Source: an optimization exercise on an open RTL-to-GDS flow (aim: small area, a short achievable clock period and few clock cycles). Production flows keep margins and buffers that such runs may drop. RTL that was checked went through simulation tests only; none was proved equivalent to the original. Power and IR drop assume default switching activity.

// infix_calc
module infix_calc
(
    input  wire       CLK,
    input  wire       RST,
    output reg        BUSY,
    input  wire [7:0] INPUT_SIGN,
    input  wire       SIGN_STB,
    input  wire [7:0] INPUT_NUMBER,
    input  wire       NUMBER_STB,
    output wire [7:0] OUT,
    output reg        OUT_STB
);
Size in the first run: ~60 flip-flops, roughly 4600 sq um of cells after synthesis.
==> flow/config.mk <==
export PLATFORM = sky130hd
export DESIGN_NAME = infix_calc
export DESIGN_NICKNAME = infix_calc
export VERILOG_FILES = /design/flow/design.v
export SDC_FILE = /design/flow/constraint.sdc
export NUM_CORES = 4
export LEC_CHECK = 0
export CAP_MARGIN = 20
export CORE_MARGIN = 2
export CORE_UTILIZATION = 40
export SLEW_MARGIN = 20
==> flow/constraint.sdc <==
create_clock -name core_clock -period 13.0 [get_ports {CLK}]
set_input_delay 2.6000 -clock core_clock [delete_from_list [all_inputs] [get_ports {CLK}]]
set_output_delay 2.6000 -clock core_clock [all_outputs]
set_load 0.01 [all_outputs]
standard.sh (not shown) runs the stock make flow with config.mk's settings and CLKGATE_MAP_FILE= SYNTH_SCRIPT=/design/flow/synth_recipe.tcl, a recipe that flattens the netlist after the stock synthesis.
==> flow/flow/run.sh <==
#!/bin/bash
# Standard ORFS layout at the design's clock and constraints, with a larger setup
# target for the timing repair, plain buffers on the ports and clock tree options
# (see params.sh).
set -euo pipefail
source flow/params.sh
bash standard.sh SETUP_SLACK_MARGIN=$SETUP_MARGIN "BUFFER_PORTS_ARGS=-buffer_cell $PORT_BUF" "CTS_ARGS=$CTS" $EXTRA finish > make.log 2>&1
==> flow/flow/params.sh <==
SETUP_MARGIN=9.3
EXTRA="ABC_AREA=1"
CTS="-sink_clustering_enable -repair_clock_nets -dont_use_dummy_load"
PORT_BUF=sky130_fd_sc_hd__buf_2
The baseline passed the timing, design-rule and antenna checks.
Rerun with:
==> flow/flow/params.sh (replaced) <==
SETUP_MARGIN=9.0
EXTRA="ABC_AREA=1"
CTS="-sink_clustering_enable -repair_clock_nets -dont_use_dummy_load"
PORT_BUF=sky130_fd_sc_hd__buf_2
The changed run produced a clean layout.
Clock power barely changes.
Cell area drops by 11%.
Power drops by 6.0%.
Function was not checked in any run of this note: the RTL went through the layout flow alone.

* * *

Another version of the RTL of infix_calc (not shown whole).
Size in the first run: roughly 570 cells after synthesis, roughly 62 flip-flops, roughly 4400 um^2 of cells after synthesis.
Settings: LEC_CHECK=0, CAP_MARGIN=20, CORE_MARGIN=2, CORE_UTILIZATION=40, SLEW_MARGIN=20; clock period 13.0 ns.
==> flow/flow/run.sh <==
#!/bin/bash
# Standard ORFS layout at the design's clock and constraints, with a larger setup
# target for the timing repair (see params.sh).
set -euo pipefail
source flow/params.sh
bash standard.sh SETUP_SLACK_MARGIN=$SETUP_MARGIN $EXTRA finish > make.log 2>&1
==> flow/flow/params.sh <==
SETUP_MARGIN=9.5
EXTRA="ABC_AREA=1"
Testbench counts at the start, summed over its fixed seeds: cycles 14,680.
Next try:
==> flow/flow/run.sh (replaced) <==
#!/bin/bash
# Standard ORFS layout at the design's clock and constraints, with a larger setup
# target for the timing repair, plain buffers on the ports and clock tree options
# (see params.sh).
set -euo pipefail
source flow/params.sh
bash standard.sh SETUP_SLACK_MARGIN=$SETUP_MARGIN "BUFFER_PORTS_ARGS=-buffer_cell $PORT_BUF" "CTS_ARGS=$CTS" $EXTRA finish > make.log 2>&1
==> flow/flow/params.sh (replaced) <==
SETUP_MARGIN=8.5
EXTRA="ABC_AREA=1"
CTS="-sink_clustering_enable -repair_clock_nets -dont_use_dummy_load"
PORT_BUF=sky130_fd_sc_hd__buf_2
Result: Fmax goes down by 8.7%; combinational power goes down by 33%; final cell count goes down by 9.8%; setup slack gets worse by 350 ps; non-clock buffer count goes down by 71; synthesized cell count does not change; clock-buffer cell count is unchanged; area after synthesis does not change; hold slack gets worse by 4.7 ps.

* * *

wip/raven:
infix_calc again, from the RTL that the note above started with.
==> flow/design.v (excerpt) <==
module infix_calc
(
    input  wire       CLK,
    input  wire       RST,
    output reg        BUSY,
    input  wire [7:0] INPUT_SIGN,
    input  wire       SIGN_STB,
    input  wire [7:0] INPUT_NUMBER,
    input  wire       NUMBER_STB,
    output wire [7:0] OUT,
    output reg        OUT_STB
);
clock: 13.0 ns
lec_check: 0
cap_margin: 20
core_margin: 2
core_utilization: 40
slew_margin: 20
==> flow/flow/run.sh <==
#!/bin/bash
# Standard ORFS layout at the design's clock and constraints, with a larger setup
# target for the timing repair and plain buffers on the ports (see params.sh).
set -euo pipefail
source flow/params.sh
bash standard.sh SETUP_SLACK_MARGIN=$SETUP_MARGIN "BUFFER_PORTS_ARGS=-buffer_cell $PORT_BUF" $EXTRA finish > make.log 2>&1
==> flow/flow/params.sh <==
SETUP_MARGIN=9.3
EXTRA=""
PORT_BUF=sky130_fd_sc_hd__buf_2
Testbench counts of wip/raven, summed over its fixed seeds: cycles 14,680.
Setup changes, wip/raven to wip/onyx
==> flow/flow/params.sh <==
SETUP_MARGIN=9.3
EXTRA="ABC_AREA=1 CTS_CLUSTER_SIZE=30 CTS_CLUSTER_DIAMETER=100 CTS_BUF_LIST=sky130_fd_sc_hd__clkbuf_8"
PORT_BUF=sky130_fd_sc_hd__buf_2
Notes after the runs:
sky130_fd_sc_hd__buf_4 as the most common cell after layout, fill and taps aside was reported by wip/raven, and sky130_fd_sc_hd__nand2_1 by wip/onyx.
On synthesized cell count, the lower figure sits with wip/raven, not wip/onyx.
wip/onyx vs wip/raven — total power dropped by more than 10%
In terms of fraction of area in clock buffers and inverters, wip/raven and wip/onyx differ only marginally.
Relative to wip/onyx, the following input files were edited for wip/juniper:
==> flow/flow/run.sh <==
#!/bin/bash
# Standard ORFS layout at the design's clock and constraints, with a larger setup
# target for the timing repair, plain buffers on the ports and clock tree options
# (see params.sh).
set -euo pipefail
source flow/params.sh
bash standard.sh SETUP_SLACK_MARGIN=$SETUP_MARGIN "BUFFER_PORTS_ARGS=-buffer_cell $PORT_BUF" "CTS_ARGS=$CTS" $EXTRA finish > make.log 2>&1
==> flow/flow/params.sh <==
SETUP_MARGIN=8.95
EXTRA="ABC_AREA=1"
CTS="-sink_clustering_enable -repair_clock_nets -dont_use_dummy_load"
PORT_BUF=sky130_fd_sc_hd__buf_2
Notes after the runs:
The shortest period the worst path allows in wip/juniper was higher than what wip/onyx gave. Storage element area in wip/juniper vs wip/onyx: down 7.5 um2. In the metrics for wip/onyx and wip/juniper, the one carrying the higher period utilization is wip/juniper. [compare] base=wip/onyx new=wip/juniper: setup slack of the worst register-to-register path saw a decrease; power after layout fell 9.7%; sequential share of layout area now sits higher; area after synthesis held; synthesis-to-finish area growth has decreased. Final area was lower in wip/juniper than in wip/onyx. Comparing wip/onyx and wip/juniper, non-clock buffer count is higher on wip/onyx.
Inputs modified between wip/juniper and wip/harbor:
==> flow/flow/run.sh <==
#!/bin/bash
# Standard ORFS layout at the design's clock and constraints, with a larger setup
# target for the timing repair and clock tree options (see params.sh).
set -euo pipefail
source flow/params.sh
bash standard.sh SETUP_SLACK_MARGIN=$SETUP_MARGIN "CTS_ARGS=$CTS" $EXTRA finish > make.log 2>&1
==> flow/flow/params.sh <==
SETUP_MARGIN=9.3
EXTRA="ABC_AREA=1 CAP_MARGIN=5 SLEW_MARGIN=5"
CTS="-sink_clustering_enable -repair_clock_nets -dont_use_dummy_load"
Findings:
Summary of wip/harbor over wip/juniper: final design instance area without fill now larger; total length of routed met3 wires went down by 5.2%; number of cells on the worst reg-to-reg path rose by 2.
Summary — number of global-route vias before repair, wip/harbor relative to wip/juniper: higher, by 170.
[wip/harbor] non-clock buffer count rose 31 relative to wip/juniper
Taking wip/juniper as the reference, in wip/harbor number of vias after detailed routing +3.7%, overall power consumption climbed 6.6%.
Taking wip/juniper as the reference, in wip/harbor sequential power has remained practically unchanged; max-cap violation count was more or less identical.

* * *

== zinc ==
Starting RTL as in the previous note.
Settings: LEC_CHECK=0, CAP_MARGIN=20, CORE_MARGIN=2, CORE_UTILIZATION=40, SLEW_MARGIN=20; clock period 13.0 ns.
==> flow/flow/run.sh <==
#!/bin/bash
# Standard ORFS layout at the design's clock and constraints, with a larger setup
# target for the timing repair, plain buffers on the ports and clock tree options
# (see params.sh).
set -euo pipefail
source flow/params.sh
bash standard.sh SETUP_SLACK_MARGIN=$SETUP_MARGIN "BUFFER_PORTS_ARGS=-buffer_cell $PORT_BUF" "CTS_ARGS=$CTS" $EXTRA finish > make.log 2>&1
==> flow/flow/params.sh <==
SETUP_MARGIN=9.1
EXTRA="ABC_AREA=1"
CTS="-sink_clustering_enable -repair_clock_nets -dont_use_dummy_load"
PORT_BUF=sky130_fd_sc_hd__buf_2
Every stage of the flow completed for zinc, and the final layout passed the timing, design-rule and antenna checks.
Testbench counts of zinc, summed over its fixed seeds: cycles 14,680.
Input-level comparison between willow and zinc:
-- flow/flow/params.sh --
<<< zinc, line 1
SETUP_MARGIN=9.1
>>> willow, line 1
SETUP_MARGIN=9.5
## What came out
zinc vs willow, first element of the critical path: r_val[0]$_DFF_P_ vs m_div$_SDFFE_PP0P_
Going from zinc to willow, total power grows by 10%.
Changes observed in willow relative to zinc: routed wire length up about 19%; data required time of the worst path fell by 30 ps; detailed route wirelength on metal2 went up.
Re area of the mapped netlist: no difference whatsoever between willow and zinc.
[compare] base=zinc new=willow: proportion of power drawn by combinational gates climbed 6.5 points; worst setup slack after layout climbed 37 ps; summed area of non-filler cells in the final layout climbed about 18%; wire length of the first global-routing pass climbed about 8%.
Relative to willow, the following input files were edited for amber:
==> flow/flow/run.sh <==
#!/bin/bash
# Standard ORFS layout at the design's clock and constraints, with a larger setup
# target for the timing repair and clock tree options (see params.sh).
set -euo pipefail
source flow/params.sh
bash standard.sh SETUP_SLACK_MARGIN=$SETUP_MARGIN "CTS_ARGS=$CTS" $EXTRA finish > make.log 2>&1
==> flow/flow/params.sh <==
SETUP_MARGIN=9.3
EXTRA="ABC_AREA=1"
CTS="-sink_clustering_enable -repair_clock_nets -dont_use_dummy_load -sink_clustering_size 64 -sink_clustering_max_diameter 300 -sink_clustering_levels 1"
Notes after the runs:
[compare] base=willow new=amber: clock network fraction of total power saw an increase, clock period minus worst slack saw a decrease, transition time at the pin with the least slew margin saw a decrease, critical path depth saw a decrease, worst path setup slack after routing saw an increase.
The core of amber is less densely filled than that of willow.
Slowest stage cell on the critical path: edfxtp_1 -> amber, fa_2 -> willow
Taking amber as 1.0, willow lands at 1.07 on finished layout cell area.
Row logic gate share of total power: amber lower / willow higher
The destination of the critical timing path comes out OUT[0] in one run and a_rem[3]$_DFF_P_ in the other, namely in amber and willow respectively.
The run showing the smaller highest cell delay on the worst timing path is willow.
willow -> amber: wire length of the first global-routing pass decreased by a few percent
Input changes introduced in lagoon (baseline for comparison: amber):
==> flow/flow/run.sh <==
#!/bin/bash
# Standard ORFS layout at the design's clock and constraints, with a larger setup
# target for the timing repair and plain buffers on the ports (see params.sh).
set -euo pipefail
source flow/params.sh
bash standard.sh SETUP_SLACK_MARGIN=$SETUP_MARGIN "BUFFER_PORTS_ARGS=-buffer_cell $PORT_BUF" $EXTRA finish > make.log 2>&1
==> flow/flow/params.sh <==
SETUP_MARGIN=9.3
EXTRA="ABC_AREA=1 CORE_UTILIZATION=50"
PORT_BUF=sky130_fd_sc_hd__buf_2
Results
- Diff amber -> lagoon: flip-flop and latch share of the layout cell area went up 0.92 points, setup slack of the critical path after layout lower, final design area excluding fillers went down 190 µm².
- amber reports its slowest library cell on the worst path as edfxtp_1 while lagoon reports fa_2.

* * *

run 1:
infix_calc, a different RTL version from the one above (not shown whole).
For scale: roughly 61 flip-flops, ~0.0045 mm2 of cells after synthesis.
Settings: LEC_CHECK=0, CAP_MARGIN=20, CORE_MARGIN=2, CORE_UTILIZATION=40, SLEW_MARGIN=20; clock period 13.0 ns.
==> flow/flow/run.sh <==
#!/bin/bash
# Standard ORFS layout at the design's clock and constraints, with a larger setup
# target for the timing repair and plain buffers on the ports (see params.sh).
set -euo pipefail
source flow/params.sh
bash standard.sh SETUP_SLACK_MARGIN=$SETUP_MARGIN "BUFFER_PORTS_ARGS=-buffer_cell $PORT_BUF" $EXTRA finish > make.log 2>&1
==> flow/flow/params.sh <==
SETUP_MARGIN=10.0
EXTRA="ABC_AREA=1"
PORT_BUF=sky130_fd_sc_hd__buf_2
#### Input delta (run 2 over run 1)
==> flow/flow/params.sh <==
SETUP_MARGIN=9.6
EXTRA="ABC_AREA=1"
PORT_BUF=sky130_fd_sc_hd__buf_2
==> notes.md <==
Via count for run 2: 24 up relative to run 1
Fmax essentially unchanged between run 2 and run 1.
Comparing run 2 with run 1, the sequential cell area came out essentially unchanged.
Relative contribution of the clock network to total power delta for run 2 relative to run 1: 1.4 points higher
Diff run 1 and run 2: number of post-CTS setup repair buffers lower in run 2
On final worst-path cycle share, run 1 and run 2 are basically level.
Run 2 ended with less utilization after layout than run 1.
The largest fanout on the critical path of run 2 exceeds that of run 1 by 1.
What run 3 does differently from run 2 at the input level:
==> flow/flow/params.sh <==
SETUP_MARGIN=9.3
EXTRA="ABC_AREA=1"
PORT_BUF=sky130_fd_sc_hd__buf_2
Findings:
Going from run 2 to run 3, clock skew about even, clock network area share picked up an extra 1.0 points, global-route usage lower.
Fraction of area in multi-input gates in run 3 is 0.55 points higher than in run 2
Run 3 has overall power below what run 2 had.
Count of filler cells inserted in the layout grows by a little under 10% when moving from run 2 to run 3.
[compare] base=run 2 new=run 3: total instance count after detailed placement held steady, final critical delay including setup and external delays shrank by 0.042 ns.
Taking run 2 over run 3, the routed wire length ratio works out to 1.05.
No functional check of the RTL was part of any run of this note.

* * *

## tundra
RTL: one of the versions met above, not the one the previous note started from.
For scale: ~570 cells after synthesis, ~62 flip-flops, roughly 30 I/O pins, roughly 4400 µm² of cells after synthesis.
Design infix_calc, start of the top module:
module infix_calc
(
    input  wire       CLK,
    input  wire       RST,
    output reg        BUSY,
    input  wire [7:0] INPUT_SIGN,
    input  wire       SIGN_STB,
    input  wire [7:0] INPUT_NUMBER,
    input  wire       NUMBER_STB,
    output wire [7:0] OUT,
    output reg        OUT_STB
);
wire in_mul = ~INPUT_SIGN[0];
wire in_div = INPUT_SIGN[2] & INPUT_SIGN[1];
wire in_sub = ~INPUT_SIGN[1];
wire take_num = NUMBER_STB & ~SIGN_STB & ~BUSY;
wire take_op  = SIGN_STB & ~NUMBER_STB & ~BUSY;
wire take_end = SIGN_STB & NUMBER_STB & ~BUSY;
reg       r_num;     
reg       r_lo;      
reg       r_end;     
reg [7:0] r_val;     
reg       m_mul;     
reg       m_div;     
reg       n_sub;     
always @(posedge CLK) begin
    if (RST) begin
        r_num <= 1'b0;
        r_lo  <= 1'b0;
        r_end <= 1'b0;
        m_mul <= 1'b0;
        m_div <= 1'b0;
        BUSY  <= 1'b0;
    end else begin
        r_num <= take_num;
        r_lo  <= take_op & ~in_mul & ~in_div;
        r_end <= take_end;
        if (take_op | take_end) begin
            m_mul <= in_mul & take_op;
            m_div <= in_div & take_op;
        end
        BUSY  <= r_num & m_mul & take_op & (in_mul | in_div);
    end
    r_val <= INPUT_NUMBER;
  ...
clock: 13.0 ns
lec_check: 0
cap_margin: 20
core_margin: 2
core_utilization: 40
slew_margin: 20
==> flow/flow/run.sh <==
#!/bin/bash
# Standard ORFS layout at the design's clock and constraints, with a larger setup
# target for the timing repair, plain buffers on the ports and clock tree options
# (see params.sh).
set -euo pipefail
source flow/params.sh
bash standard.sh SETUP_SLACK_MARGIN=$SETUP_MARGIN "BUFFER_PORTS_ARGS=-buffer_cell $PORT_BUF" "CTS_ARGS=$CTS" $EXTRA finish > make.log 2>&1
==> flow/flow/params.sh <==
SETUP_MARGIN=8.9
EXTRA="ABC_AREA=1"
CTS="-sink_clustering_enable -repair_clock_nets -dont_use_dummy_load"
PORT_BUF=sky130_fd_sc_hd__buf_2
Testbench counts of tundra, summed over its fixed seeds: cycles 14,680.
The following lists how garnet was set up differently from tundra:
--- a/flow/flow/params.sh
+++ b/flow/flow/params.sh
@@ -1,2 +1,2 @@
-SETUP_MARGIN=8.9
-EXTRA="ABC_AREA=1"
+SETUP_MARGIN=9.0
+EXTRA="ABC_AREA=1 CORE_UTILIZATION=50"
Results
Relative to tundra, the number of nets in the layout measured on garnet has increased slightly.
Summary of garnet over tundra: clock insertion delay at the later pin of the skew report ~0 delta, overall power after layout +about 0.7%, routing usage on met1 +6.8 points, number of flip-flops and latches in the synthesized netlist ~0 delta.
[inputs] sierra vs garnet
--- a/flow/flow/params.sh
+++ b/flow/flow/params.sh
@@ -1,2 +1,2 @@
-SETUP_MARGIN=9.0
-EXTRA="ABC_AREA=1 CORE_UTILIZATION=50"
+SETUP_MARGIN=9.05
+EXTRA="ABC_AREA=1"
- Summary of sierra over garnet: total power density per cell area -about 0.47%; met1 layer usage reported by global route -6.6 points; maximum fanout along the worst path ~0 delta; final critical-path setup slack +60 ps.
- From garnet to sierra the numbers moved as follows: global placement routability congestion shows a reduction of 0.0076, synthesis-to-layout area growth shows no meaningful change.
What quartz does differently from sierra at the input level:
--- a/flow/flow/params.sh
+++ b/flow/flow/params.sh
@@ -1,2 +1,2 @@
-SETUP_MARGIN=9.05
-EXTRA="ABC_AREA=1"
+SETUP_MARGIN=9.0
+EXTRA="ABC_AREA=1 CORE_UTILIZATION=30"
Notes after the runs:
Delta (quartz minus sierra): post-synthesis to final-layout area growth moved up, routed wire length moved up, sequential share of power shows a reduction of 6.5 points, utilization has decreased. quartz ended with less fraction of power spent switching nets than sierra.

what the ideal ports hide:
How much do the figures lean on ideal ports? The routed layouts below were timed once more, with nothing changed but the port constraints. Step 1 sets driving cells, clkbuf_16 on the clock port and buf_2 on the other inputs (assumed; they add their load-dependent delay and slew). Step 2 adds t to the input delays and takes it off the output delays; t is the mean of the earliest and latest rising clock arrival at the registers after step 1. Input paths then give back, and output paths get back, about the clock's delay inside the block. Slacks: ideal ports / drivers / drivers and shift; pairs: ideal ports / drivers.
run | t, ns | setup slack, ns | hold slack, ns | worst setup path after step 2 | worst register clock-pin slew, ns
the first run of note 1 | 0.359 | 9.112 / 9.112 / 9.112 | 0.403 / 0.403 / 0.403 | register to register | 0.05 / 0.05
the second run of note 1 | 0.354 | 9.253 / 9.253 / 9.253 | 0.399 / 0.399 / 0.399 | register to register | 0.05 / 0.05
the first run of note 2 | 0.376 | 9.292 / 9.292 / 9.154 | 0.407 / 0.407 / 0.407 | input to register | 0.08 / 0.08
the second run of note 2 | 0.343 | 8.939 / 8.939 / 8.939 | 0.402 / 0.402 / 0.402 | register to register | 0.07 / 0.07
wip/raven | 0.370 | 8.562 / 8.562 / 8.562 | 0.424 / 0.424 / 0.424 | register to register | 0.08 / 0.08
wip/onyx | 0.370 | 9.319 / 9.319 / 9.319 | 0.406 / 0.406 / 0.406 | register to register | 0.07 / 0.07
wip/juniper | 0.344 | 9.207 / 9.207 / 9.207 | 0.403 / 0.403 / 0.403 | register to register | 0.07 / 0.07
wip/harbor | 0.359 | 9.336 / 9.306 / 9.096 | 0.406 / 0.406 / 0.406 | input to register | 0.08 / 0.08
zinc | 0.349 | 9.236 / 9.236 / 9.236 | 0.403 / 0.403 / 0.403 | register to register | 0.07 / 0.07
willow | 0.363 | 9.273 / 9.273 / 9.273 | 0.399 / 0.399 / 0.399 | register to register | 0.07 / 0.07
amber | 0.359 | 9.336 / 9.306 / 9.096 | 0.406 / 0.406 / 0.406 | input to register | 0.08 / 0.08
lagoon | 0.367 | 9.236 / 9.236 / 9.236 | 0.404 / 0.404 / 0.404 | register to register | 0.09 / 0.09
run 1 | 0.363 | 8.865 / 8.865 / 8.865 | 0.405 / 0.405 / 0.405 | register to register | 0.06 / 0.06
run 2 | 0.361 | 8.870 / 8.870 / 8.870 | 0.401 / 0.401 / 0.401 | register to register | 0.06 / 0.06
run 3 | 0.363 | 8.913 / 8.913 / 8.913 | 0.402 / 0.402 / 0.402 | register to register | 0.06 / 0.06
tundra | 0.343 | 9.185 / 9.185 / 9.185 | 0.403 / 0.403 / 0.403 | register to register | 0.07 / 0.07
garnet | 0.350 | 9.210 / 9.210 / 9.210 | 0.403 / 0.403 / 0.403 | register to register | 0.07 / 0.07
sierra | 0.346 | 9.270 / 9.270 / 9.270 | 0.402 / 0.402 / 0.402 | register to register | 0.07 / 0.07
quartz | 0.358 | 9.243 / 9.243 / 9.243 | 0.400 / 0.400 / 0.400 | register to register | 0.06 / 0.06
After both steps every run listed still meets setup and hold.
